Context: an optimization exercise on an open-source flow, tuned for small area and a short achievable clock period. The choices shown serve that exercise and are no tape-out recipe. Where RTL was checked, it was by simulation tests only, not by an equivalence proof against the original. Power figures rest on the tool's default switching activity, not on a simulated workload.

==> flow/design.v <==
module ks_add #(parameter N = 25) (
	input  wire [N-1:0] a,
	input  wire [N-1:0] b,
	input  wire         cin,
	output wire [N-1:0] s,
	output wire         cout
);
	localparam L = $clog2(N);
	wire [N-1:0] p = a ^ b;
	wire [N-1:0] g [0:L];
	wire [N-1:0] q [0:L];
	assign g[0] = {(a[N-1:1] & b[N-1:1]), (a[0] & b[0]) | (p[0] & cin)};
	assign q[0] = p;
	genvar k, i;
	generate
		for (k = 0; k < L; k = k + 1) begin : lvl
			for (i = 0; i < N; i = i + 1) begin : bit_
				if (i >= (1 << k)) begin : comb
					assign g[k+1][i] = g[k][i] | (q[k][i] & g[k][i - (1 << k)]);
					assign q[k+1][i] = q[k][i] & q[k][i - (1 << k)];
				end else begin : pass
					assign g[k+1][i] = g[k][i];
					assign q[k+1][i] = q[k][i];
				end
			end
		end
	endgenerate
	assign s = p ^ {g[L][N-2:0], cin};
	assign cout = g[L][N-1];
endmodule
module lzc25(
	input  wire [24:0] v,
	output wire [4:0]  n
);
	wire [31:0] x = {v, 7'h7f};
	wire [15:0] z1;             
	wire [15:0] c1;             
	genvar i;
	generate
		for (i = 0; i < 16; i = i + 1) begin : l1
			assign z1[i] = ~(x[2*i+1] | x[2*i]);
			assign c1[i] = ~x[2*i+1];
		end
	endgenerate
	wire [7:0] z2;
	wire [1:0] c2 [0:7];
	generate
		for (i = 0; i < 8; i = i + 1) begin : l2
			assign z2[i] = z1[2*i+1] & z1[2*i];
			assign c2[i] = z1[2*i+1] ? {1'b1, c1[2*i]} : {1'b0, c1[2*i+1]};
		end
	endgenerate
	wire [3:0] z3;
	wire [2:0] c3 [0:3];
	generate
		for (i = 0; i < 4; i = i + 1) begin : l3
			assign z3[i] = z2[2*i+1] & z2[2*i];
			assign c3[i] = z2[2*i+1] ? {1'b1, c2[2*i]} : {1'b0, c2[2*i+1]};
		end
	endgenerate
	wire [1:0] z4;
	wire [3:0] c4 [0:1];
	generate
		for (i = 0; i < 2; i = i + 1) begin : l4
			assign z4[i] = z3[2*i+1] & z3[2*i];
			assign c4[i] = z3[2*i+1] ? {1'b1, c3[2*i]} : {1'b0, c3[2*i+1]};
		end
	endgenerate
	assign n = z4[1] ? {1'b1, c4[0]} : {1'b0, c4[1]};
endmodule
module float_addsub(
	input wire clk,
	input wire [31:0] v1,
	input wire [31:0] v2,
	input wire op,
	output wire [31:0] vres
);
	wire        s1 = v1[31];
	wire        s2 = v2[31] ^ op;
	wire [7:0]  e1 = v1[30:23];
	wire [7:0]  e2 = v2[30:23];
	wire        sub = s1 ^ s2;
	wire [30:0] bg = v1[30:0] & ~v2[30:0];
	wire [30:0] be = ~(v1[30:0] ^ v2[30:0]);
	function automatic [1:0] cmpc(input [1:0] hi, input [1:0] lo);  
		cmpc = {hi[1] | (hi[0] & lo[1]), hi[0] & lo[0]};
	endfunction
	function automatic [1:0] cmp8(input [7:0] g, input [7:0] e);
		reg [1:0] a0, a1, a2, a3, b0, b1;
		begin
			a0 = cmpc({g[1], e[1]}, {g[0], e[0]});
			a1 = cmpc({g[3], e[3]}, {g[2], e[2]});
			a2 = cmpc({g[5], e[5]}, {g[4], e[4]});
			a3 = cmpc({g[7], e[7]}, {g[6], e[6]});
			b0 = cmpc(a1, a0);
			b1 = cmpc(a3, a2);
			cmp8 = cmpc(b1, b0);
		end
	endfunction
	wire [1:0] ce  = cmp8(bg[30:23], be[30:23]);
	wire [1:0] cf2 = cmp8(bg[22:15], be[22:15]);
	wire [1:0] cf1 = cmp8(bg[14:7], be[14:7]);
	wire [1:0] cf0 = cmp8({bg[6:0], 1'b0}, {be[6:0], 1'b1});
	wire [1:0] cf  = cmpc(cf2, cmpc(cf1, cf0));
	wire        gt = ce[1] | (ce[0] & cf[1]);    
	wire        eq = ce[0] & cf[0];
	wire [7:0]  d12, d21;
	wire        c12, c21;
	ks_add #(8) ad12(.a(e1), .b(~e2), .cin(1'b1), .s(d12), .cout(c12));
	ks_add #(8) ad21(.a(e2), .b(~e1), .cin(1'b1), .s(d21), .cout(c21));
	wire [7:0]  d = c12 ? d12 : d21;         
	wire        ez = (e1 == 8'd0) | (e2 == 8'd0);      
	wire        bz = (e1 == 8'd0) & (e2 == 8'd0);      
	wire        far = ez | (d[7:5] != 3'd0) | (d[4:3] == 2'b11);
	reg         r1_s, r1_sub, r1_bz;
	reg  [7:0]  r1_e;
	reg  [22:0] r1_fb, r1_fs;
	reg  [4:0]  r1_sh;
	always @(posedge clk) begin
		r1_s    <= (gt ? s1 : s2) & ~(eq & sub);
		r1_sub  <= sub;
		r1_bz   <= bz;
		r1_e    <= ce[1] ? e1 : e2;
		r1_fb   <= gt ? v1[22:0] : v2[22:0];
		r1_fs   <= gt ? v2[22:0] : v1[22:0];
		r1_sh   <= far ? 5'd31 : d[4:0];
	end
	wire [23:0] t0 = r1_sh[0] ? {1'b0, 1'b1, r1_fs[22:1]} : {1'b1, r1_fs};
	wire [23:0] t1 = r1_sh[1] ? {2'b0, t0[23:2]} : t0;
	wire [23:0] t2 = r1_sh[2] ? {4'b0, t1[23:4]} : t1;
	wire [23:0] t3 = r1_sh[3] ? {8'b0, t2[23:8]} : t2;
	wire [23:0] t4 = r1_sh[4] ? {16'b0, t3[23:16]} : t3;
	reg         q_s, q_sub, q_hb;
	reg  [7:0]  q_e;
	reg  [22:0] q_fb;
	reg  [23:0] q_sm;
	always @(posedge clk) begin
		q_s    <= r1_s;
		q_sub  <= r1_sub;
		q_hb   <= ~r1_bz;                       
		q_e    <= r1_e + 8'd1;
		q_fb   <= r1_fb & {23{~r1_bz}};
		q_sm   <= t4 ^ {24{r1_sub}};
	end
	wire [24:0] sum;
	wire        cout_unused;
	ks_add #(25) addm(.a({1'b0, q_hb, q_fb}), .b({q_sub, q_sm}), .cin(q_sub), .s(sum), .cout(cout_unused));
	reg         r2_s;
	reg  [7:0]  r2_e;
	reg  [24:0] r2_r;
	always @(posedge clk) begin
		r2_s    <= q_s;
		r2_e    <= q_e;
		r2_r    <= sum;
	end
	wire [4:0] lz;
	lzc25 lzm(.v(r2_r), .n(lz));
	reg         r3_s;
	reg  [7:0]  r3_e;
	reg  [24:0] r3_r;
	reg  [4:0]  r3_lz;
	always @(posedge clk) begin
		r3_s    <= r2_s;
		r3_e    <= r2_e;
		r3_r    <= r2_r;
		r3_lz   <= lz;
	end
	wire [24:0] n0 = r3_lz[4] ? {r3_r[8:0], 16'b0} : r3_r;
	wire [24:0] n1 = r3_lz[3] ? {n0[16:0], 8'b0} : n0;
	wire [24:0] n2 = r3_lz[2] ? {n1[20:0], 4'b0} : n1;
	wire [24:0] n3 = r3_lz[1] ? {n2[22:0], 2'b0} : n2;
	wire [24:0] n4 = r3_lz[0] ? {n3[23:0], 1'b0} : n3;
	wire [7:0]  ne = (r3_lz == 5'd25) ? 8'd0 : r3_e - {3'b0, r3_lz};
	reg  [31:0] r4, r5, r6;
	always @(posedge clk) begin
		r4 <= {r3_s, ne, n4[23:1]};
		r5 <= r4;
		r6 <= r5;
	end
	assign vres = r6;
endmodule
clock: 4.0 ns
lec_check: 0
cap_margin: 20
core_margin: 2
core_utilization: 40
cts_buf_list: sky130_fd_sc_hd__clkbuf_16
cts_cluster_diameter: 100
cts_cluster_size: 30
setup_slack_margin: 1.5
slew_margin: 20
standard.sh (not shown) runs the stock make flow with config.mk's settings and CLKGATE_MAP_FILE= SYNTH_SCRIPT=/design/flow/synth_recipe.tcl, a recipe that flattens the netlist after the stock synthesis.
==> flow/flow/run.sh <==
#!/bin/bash
set -euo pipefail
export BUFFER_PORTS_ARGS="-buffer_cell sky130_fd_sc_hd__buf_2"
bash standard.sh > standard_flow.log 2>&1
The starting point finished with timing, DRC and antenna clean.
==> next run, changes <==
--- a/flow/design.v
+++ b/flow/design.v
@@ -110,72 +110,74 @@
 	ks_add #(8) ad21(.a(e2), .b(~e1), .cin(1'b1), .s(d21), .cout(c21));
 	wire [7:0]  d = c12 ? d12 : d21;         
 	wire        ez = (e1 == 8'd0) | (e2 == 8'd0);      
 	wire        bz = (e1 == 8'd0) & (e2 == 8'd0);      
 	wire        far = ez | (d[7:5] != 3'd0) | (d[4:3] == 2'b11);
-	reg         r1_s, r1_sub, r1_bz;
+	reg         r1_s, r1_sub, r1_kill;
 	reg  [7:0]  r1_e;
 	reg  [22:0] r1_fb, r1_fs;
 	reg  [4:0]  r1_sh;
 	always @(posedge clk) begin
 		r1_s    <= (gt ? s1 : s2) & ~(eq & sub);
 		r1_sub  <= sub;
-		r1_bz   <= bz;
-		r1_e    <= ce[1] ? e1 : e2;
+		r1_kill <= bz | (eq & sub);
+		r1_e    <= gt ? e1 : e2;
 		r1_fb   <= gt ? v1[22:0] : v2[22:0];
 		r1_fs   <= gt ? v2[22:0] : v1[22:0];
 		r1_sh   <= far ? 5'd31 : d[4:0];
 	end
 	wire [23:0] t0 = r1_sh[0] ? {1'b0, 1'b1, r1_fs[22:1]} : {1'b1, r1_fs};
 	wire [23:0] t1 = r1_sh[1] ? {2'b0, t0[23:2]} : t0;
 	wire [23:0] t2 = r1_sh[2] ? {4'b0, t1[23:4]} : t1;
 	wire [23:0] t3 = r1_sh[3] ? {8'b0, t2[23:8]} : t2;
 	wire [23:0] t4 = r1_sh[4] ? {16'b0, t3[23:16]} : t3;
-	reg         q_s, q_sub, q_hb;
+	reg         q_s, q_sub, q_kill;
 	reg  [7:0]  q_e;
 	reg  [22:0] q_fb;
 	reg  [23:0] q_sm;
 	always @(posedge clk) begin
 		q_s    <= r1_s;
 		q_sub  <= r1_sub;
-		q_hb   <= ~r1_bz;                       
+		q_kill <= r1_kill;
 		q_e    <= r1_e + 8'd1;
-		q_fb   <= r1_fb & {23{~r1_bz}};
+		q_fb   <= r1_fb;
 		q_sm   <= t4 ^ {24{r1_sub}};
 	end
 	wire [24:0] sum;
 	wire        cout_unused;
-	ks_add #(25) addm(.a({1'b0, q_hb, q_fb}), .b({q_sub, q_sm}), .cin(q_sub), .s(sum), .cout(cout_unused));
-	reg         r2_s;
+	ks_add #(25) addm(.a({2'b01, q_fb}), .b({q_sub, q_sm}), .cin(q_sub), .s(sum), .cout(cout_unused));
+	reg         r2_s, r2_kill;
 	reg  [7:0]  r2_e;
 	reg  [24:0] r2_r;
 	always @(posedge clk) begin
 		r2_s    <= q_s;
+		r2_kill <= q_kill;
 		r2_e    <= q_e;
 		r2_r    <= sum;
 	end
 	wire [4:0] lz;
 	lzc25 lzm(.v(r2_r), .n(lz));
-	reg         r3_s;
+	reg         r3_s, r3_kill;
 	reg  [7:0]  r3_e;
 	reg  [24:0] r3_r;
 	reg  [4:0]  r3_lz;
 	always @(posedge clk) begin
 		r3_s    <= r2_s;
+		r3_kill <= r2_kill;
 		r3_e    <= r2_e;
 		r3_r    <= r2_r;
 		r3_lz   <= lz;
 	end
 	wire [24:0] n0 = r3_lz[4] ? {r3_r[8:0], 16'b0} : r3_r;
 	wire [24:0] n1 = r3_lz[3] ? {n0[16:0], 8'b0} : n0;
 	wire [24:0] n2 = r3_lz[2] ? {n1[20:0], 4'b0} : n1;
 	wire [24:0] n3 = r3_lz[1] ? {n2[22:0], 2'b0} : n2;
 	wire [24:0] n4 = r3_lz[0] ? {n3[23:0], 1'b0} : n3;
-	wire [7:0]  ne = (r3_lz == 5'd25) ? 8'd0 : r3_e - {3'b0, r3_lz};
+	wire [7:0]  ne = r3_e - {3'b0, r3_lz};
 	reg  [31:0] r4, r5, r6;
 	always @(posedge clk) begin
-		r4 <= {r3_s, ne, n4[23:1]};
+		r4 <= {r3_s, r3_kill ? 8'd0 : ne, r3_kill ? 23'd0 : n4[23:1]};
 		r5 <= r4;
 		r6 <= r5;
 	end
 	assign vres = r6;
 endmodule
Die area decreases by 0.32%.
Wire length is lower by 1.4%.
Final cell count came out lower by 1.3%.
Clock skew rises by 0.0093 ns.
Maximum frequency went up by 1.7%.
Hold slack is worse by 0.017 ns.
Area after synthesis falls by 0.32%.
Via count fell by 2.8%.
No run of this note included a check of the RTL's function; only the layout flow was run.

---

## branch raven
Another version of the RTL of float_addsub (not shown whole).
For scale: ~0.013 mm2 of cells after synthesis.
==> module float_addsub, before the edit <==
module float_addsub(
	input wire clk,
	input wire [31:0] v1,
	input wire [31:0] v2,
	input wire op,
	output wire [31:0] vres
);
	wire        s1 = v1[31];
	wire        s2 = v2[31] ^ op;
	wire [7:0]  e1 = v1[30:23];
	wire [7:0]  e2 = v2[30:23];
	wire        sub = s1 ^ s2;
	wire [30:0] bg = v1[30:0] & ~v2[30:0];
	wire [30:0] be = ~(v1[30:0] ^ v2[30:0]);
	function automatic [1:0] cmpc(input [1:0] hi, input [1:0] lo);  
		cmpc = {hi[1] | (hi[0] & lo[1]), hi[0] & lo[0]};
	endfunction
	function automatic [1:0] cmp8(input [7:0] g, input [7:0] e);
		reg [1:0] a0, a1, a2, a3, b0, b1;
		begin
			a0 = cmpc({g[1], e[1]}, {g[0], e[0]});
			a1 = cmpc({g[3], e[3]}, {g[2], e[2]});
			a2 = cmpc({g[5], e[5]}, {g[4], e[4]});
			a3 = cmpc({g[7], e[7]}, {g[6], e[6]});
			b0 = cmpc(a1, a0);
			b1 = cmpc(a3, a2);
			cmp8 = cmpc(b1, b0);
		end
	endfunction
	wire [1:0] ce  = cmp8(bg[30:23], be[30:23]);
	wire [1:0] cf2 = cmp8(bg[22:15], be[22:15]);
	wire [1:0] cf1 = cmp8(bg[14:7], be[14:7]);
	wire [1:0] cf0 = cmp8({bg[6:0], 1'b0}, {be[6:0], 1'b1});
	wire [1:0] cf  = cmpc(cf2, cmpc(cf1, cf0));
	wire        gt = ce[1] | (ce[0] & cf[1]);    
	wire        eq = ce[0] & cf[0];
	wire [7:0]  d12, d21;
	wire        c12, c21;
	ks_add #(8, 3) ad12(.a(e1), .b(~e2), .cin(1'b1), .s(d12), .cout(c12));
	ks_add #(8, 3) ad21(.a(e2), .b(~e1), .cin(1'b1), .s(d21), .cout(c21));
	wire        ez = (e1 == 8'd0) | (e2 == 8'd0);      
	wire        bz = (e1 == 8'd0) & (e2 == 8'd0);      
	reg         r1_s1, r1_eqs, r1_sub, r1_bz, r1_gt, r1_ez;
	reg  [7:0]  r1_e;
	reg  [22:0] r1_f1, r1_f2;
	reg  [7:0]  r1_d12, r1_d21;
	reg         r1_c12;
	always @(posedge clk) begin
		r1_s1   <= s1;
		r1_eqs  <= eq & sub;                
		r1_sub  <= sub;
		r1_bz   <= bz;
		r1_gt   <= gt;
		r1_e    <= ce[1] ? e1 : e2;
		r1_f1   <= v1[22:0];
		r1_f2   <= v2[22:0];
		r1_ez   <= ez;
		r1_d12  <= d12;                     
		r1_d21  <= d21;                     
		r1_c12  <= c12;                     
	end
	wire [7:0]  d = r1_c12 ? r1_d12 : r1_d21;         
	wire        far = r1_ez | (d[7:5] != 3'd0) | (d[4:3] == 2'b11);
	wire [22:0] fb = r1_gt ? r1_f1 : r1_f2;
	wire [23:0] x0 = {1'b1, r1_gt ? r1_f2 : r1_f1};
	wire [23:0] x1 = d[4] ? {16'b0, x0[23:16]} : x0;
	wire [23:0] x2 = d[3] ? {8'b0, x1[23:8]} : x1;
	reg         r2_s, r2_sub, r2_hb;
	reg  [7:0]  r2_e;
	reg  [22:0] r2_fb;
	reg  [23:0] r2_x;
	reg  [2:0]  r2_sh;
	always @(posedge clk) begin
		r2_s    <= (r1_gt ? r1_s1 : r1_s1 ^ r1_sub) & ~r1_eqs;
		r2_sub  <= r1_sub;
		r2_hb   <= ~r1_bz;                       
		r2_e    <= r1_e + 8'd1;
		r2_fb   <= fb & {23{~r1_bz}};
		r2_x    <= x2 & {24{~far}};
		r2_sh   <= d[2:0];
	end
	wire [23:0] x3 = r2_sh[2] ? {4'b0, x2_r[23:4]} : x2_r;
	wire [23:0] x2_r = r2_x;
	wire [23:0] x4 = r2_sh[1] ? {2'b0, x3[23:2]} : x3;
	wire [23:0] x5 = r2_sh[0] ? {1'b0, x4[23:1]} : x4;
	wire [24:0] opa = {1'b0, r2_hb, r2_fb};
	wire [24:0] opb = {r2_sub, x5 ^ {24{r2_sub}}};
	wire [24:0] gen = {opa[24:1] & opb[24:1], (opa[0] & opb[0]) | ((opa[0] ^ opb[0]) & r2_sub)};
	wire [24:0] pro = opa ^ opb;
	reg         r3_s, r3_cin;
	reg  [7:0]  r3_e;
	reg  [24:0] r3_g, r3_p;
	always @(posedge clk) begin
		r3_s    <= r2_s;
		r3_cin  <= r2_sub;
		r3_e    <= r2_e;
		r3_g    <= gen;
		r3_p    <= pro;
	end
	wire [24:0] sum;
	ks_sum #(25, 5) addm(.g(r3_g), .p(r3_p), .cin(r3_cin), .s(sum));
	reg         r4_s;
	reg  [7:0]  r4_e;
	reg  [24:0] r4_r;
	always @(posedge clk) begin
		r4_s    <= r3_s;
		r4_e    <= r3_e;
		r4_r    <= sum;
	end
	wire [4:0] lz;
	lzc25 lzm(.v(r4_r), .n(lz));
	reg         r5_s;
	reg  [7:0]  r5_e;
	reg  [24:0] r5_r;
	reg  [4:0]  r5_lz;
	always @(posedge clk) begin
		r5_s    <= r4_s;
		r5_e    <= r4_e;
		r5_r    <= r4_r;
		r5_lz   <= lz;
	end
	wire [24:0] n0 = r5_lz[4] ? {r5_r[8:0], 16'b0} : r5_r;
	wire [24:0] n1 = r5_lz[3] ? {n0[16:0], 8'b0} : n0;
	wire [24:0] n2 = r5_lz[2] ? {n1[20:0], 4'b0} : n1;
	wire [24:0] n3 = r5_lz[1] ? {n2[22:0], 2'b0} : n2;
	wire [24:0] n4 = r5_lz[0] ? {n3[23:0], 1'b0} : n3;
	reg         r6_s;
	reg  [7:0]  r6_e;
	reg  [4:0]  r6_lz;
	reg  [22:0] r6_f;
	always @(posedge clk) begin
		r6_s    <= r5_s;
		r6_e    <= r5_e;
		r6_lz   <= r5_lz;
		r6_f    <= n4[23:1];
	end
	wire [7:0]  ne = (r6_lz == 5'd25) ? 8'd0 : r6_e - {3'b0, r6_lz};
	reg  [31:0] r7;
	always @(posedge clk) begin
		r7 <= {r6_s, ne, r6_f};
	end
	assign vres = r7;
endmodule
export LEC_CHECK = 0
export CAP_MARGIN = 20
export CORE_MARGIN = 2
export CORE_UTILIZATION = 40
export CTS_BUF_LIST = sky130_fd_sc_hd__clkbuf_16
export CTS_CLUSTER_DIAMETER = 100
export CTS_CLUSTER_SIZE = 30
export SETUP_SLACK_MARGIN = 1.9
export SLEW_MARGIN = 20
create_clock -name core_clock -period 4.0 [get_ports {clk}]
Scripts as last shown in full above: flow/flow/run.sh
Here is what was changed in the inputs of branch maple compared with branch raven.
--- a/flow/design.v
+++ b/flow/design.v
@@ -132,20 +132,19 @@
 	wire [7:0]  d12, d21;
 	wire        c12, c21;
 	ks_add #(8, 3) ad12(.a(e1), .b(~e2), .cin(1'b1), .s(d12), .cout(c12));
 	ks_add #(8, 3) ad21(.a(e2), .b(~e1), .cin(1'b1), .s(d21), .cout(c21));
 	wire        ez = (e1 == 8'd0) | (e2 == 8'd0);      
 	wire        bz = (e1 == 8'd0) & (e2 == 8'd0);      
-	reg         r1_s1, r1_eqs, r1_sub, r1_bz, r1_gt, r1_ez;
+	reg         r1_s, r1_sub, r1_bz, r1_gt, r1_ez;
 	reg  [7:0]  r1_e;
 	reg  [22:0] r1_f1, r1_f2;
 	reg  [7:0]  r1_d12, r1_d21;
 	reg         r1_c12;
 	always @(posedge clk) begin
-		r1_s1   <= s1;
-		r1_eqs  <= eq & sub;                
+		r1_s    <= (gt ? s1 : s2) & ~(eq & sub);
 		r1_sub  <= sub;
 		r1_bz   <= bz;
 		r1_gt   <= gt;
 		r1_e    <= ce[1] ? e1 : e2;
 		r1_f1   <= v1[22:0];
 		r1_f2   <= v2[22:0];
@@ -163,13 +162,13 @@
 	reg         r2_s, r2_sub, r2_hb;
 	reg  [7:0]  r2_e;
 	reg  [22:0] r2_fb;
 	reg  [23:0] r2_x;
 	reg  [2:0]  r2_sh;
 	always @(posedge clk) begin
-		r2_s    <= (r1_gt ? r1_s1 : r1_s1 ^ r1_sub) & ~r1_eqs;
+		r2_s    <= r1_s;
 		r2_sub  <= r1_sub;
 		r2_hb   <= ~r1_bz;                       
 		r2_e    <= r1_e + 8'd1;
 		r2_fb   <= fb & {23{~r1_bz}};
 		r2_x    <= x2 & {24{~far}};
 		r2_sh   <= d[2:0];
@@ -216,23 +215,14 @@
 	end
 	wire [24:0] n0 = r5_lz[4] ? {r5_r[8:0], 16'b0} : r5_r;
 	wire [24:0] n1 = r5_lz[3] ? {n0[16:0], 8'b0} : n0;
 	wire [24:0] n2 = r5_lz[2] ? {n1[20:0], 4'b0} : n1;
 	wire [24:0] n3 = r5_lz[1] ? {n2[22:0], 2'b0} : n2;
 	wire [24:0] n4 = r5_lz[0] ? {n3[23:0], 1'b0} : n3;
-	reg         r6_s;
-	reg  [7:0]  r6_e;
-	reg  [4:0]  r6_lz;
-	reg  [22:0] r6_f;
-	always @(posedge clk) begin
-		r6_s    <= r5_s;
-		r6_e    <= r5_e;
-		r6_lz   <= r5_lz;
-		r6_f    <= n4[23:1];
-	end
-	wire [7:0]  ne = (r6_lz == 5'd25) ? 8'd0 : r6_e - {3'b0, r6_lz};
-	reg  [31:0] r7;
-	always @(posedge clk) begin
-		r7 <= {r6_s, ne, r6_f};
+	wire [7:0]  ne = (r5_lz == 5'd25) ? 8'd0 : r5_e - {3'b0, r5_lz};
+	reg  [31:0] r6, r7;
+	always @(posedge clk) begin
+		r6 <= {r5_s, ne, n4[23:1]};
+		r7 <= r6;
 	end
 	assign vres = r7;
 endmodule
Notes after the runs:
- Per the final summary, branch maple finished and its layout is clean on timing, DRC and antenna.
- Looking at leakage power total across both flows, branch maple is the weaker of the two, with branch raven ahead.
- Portion of the layout cell area used by non-clock buffers up 0.77 points in branch maple wrt branch raven
- Compared with branch raven, branch maple shows ratio of routed vias to standard cells higher by about 1.2%.
- Comparing branch raven and branch maple, top achievable clock speed is higher on branch maple.
- Taking branch raven as the reference, in branch maple minimum clock period after layout now smaller; final HPWL from detailed placement has increased; global placer's final weighted congestion increased by 0.035 relative to the old numbers; total via count after detailed routing climbed 1.9%; average detailed-routed wire length per instance climbed 5.9%.
- The worst setup slack of branch maple is higher than that of branch raven.
- Of the two values seen for end point of the critical path, r4_r[24] was produced by branch raven and r1_s by branch maple.
- Going from branch raven to branch maple, the reg-to-reg setup timing slack was found to have gone up by 220 ps.
- The power of branch maple exceeds that of branch raven by 1.2%.
- Summary of branch maple over branch raven: max-capacitance violation count did not really move, clock network fraction of total power went down.
Only the layout flow was run in branch raven; the RTL was not checked for function there.

==> afterwards: timing with drivers on the ports <==
Ports are ideal in the flow. The routed layouts listed here were re-timed in OpenROAD. Step 1 (the two cells are an assumption about what drives the block):
set clk [get_ports {clk}]
set_driving_cell -lib_cell sky130_fd_sc_hd__clkbuf_16 $clk
set_driving_cell -lib_cell sky130_fd_sc_hd__buf_2 [delete_from_list [all_inputs] $clk]
Step 2 moves the port delays by t, midway between the first and last clock arrival at a register: inputs arrive t later, outputs are due t later. That takes back most of the time a late clock gives input paths. a / b / c = no drivers / after step 1 / after step 2; a / b = the first two.
run	shift t [ns]	setup slack, ns	hold slack, ns	latest minus earliest clock arrival (ns)
the first run of note 1	0.531	1.465 / 1.472 / 0.941	0.331 / 0.331 / 0.331	0.018 / 0.018
the second run of note 1	0.537	1.507 / 1.506 / 0.969	0.313 / 0.313 / 0.313	0.022 / 0.022
branch raven	0.534	1.779 / 1.779 / 1.564	0.333 / 0.333 / 0.333	0.034 / 0.035
branch maple	0.534	1.959 / 1.986 / 1.452	0.323 / 0.323 / 0.323	0.026 / 0.026
After both steps setup and hold are still met in every run listed. For the second run of note 1, which loses most, drivers alone change the setup slack by -0.001 ns; drivers and shift together by -0.538 ns.
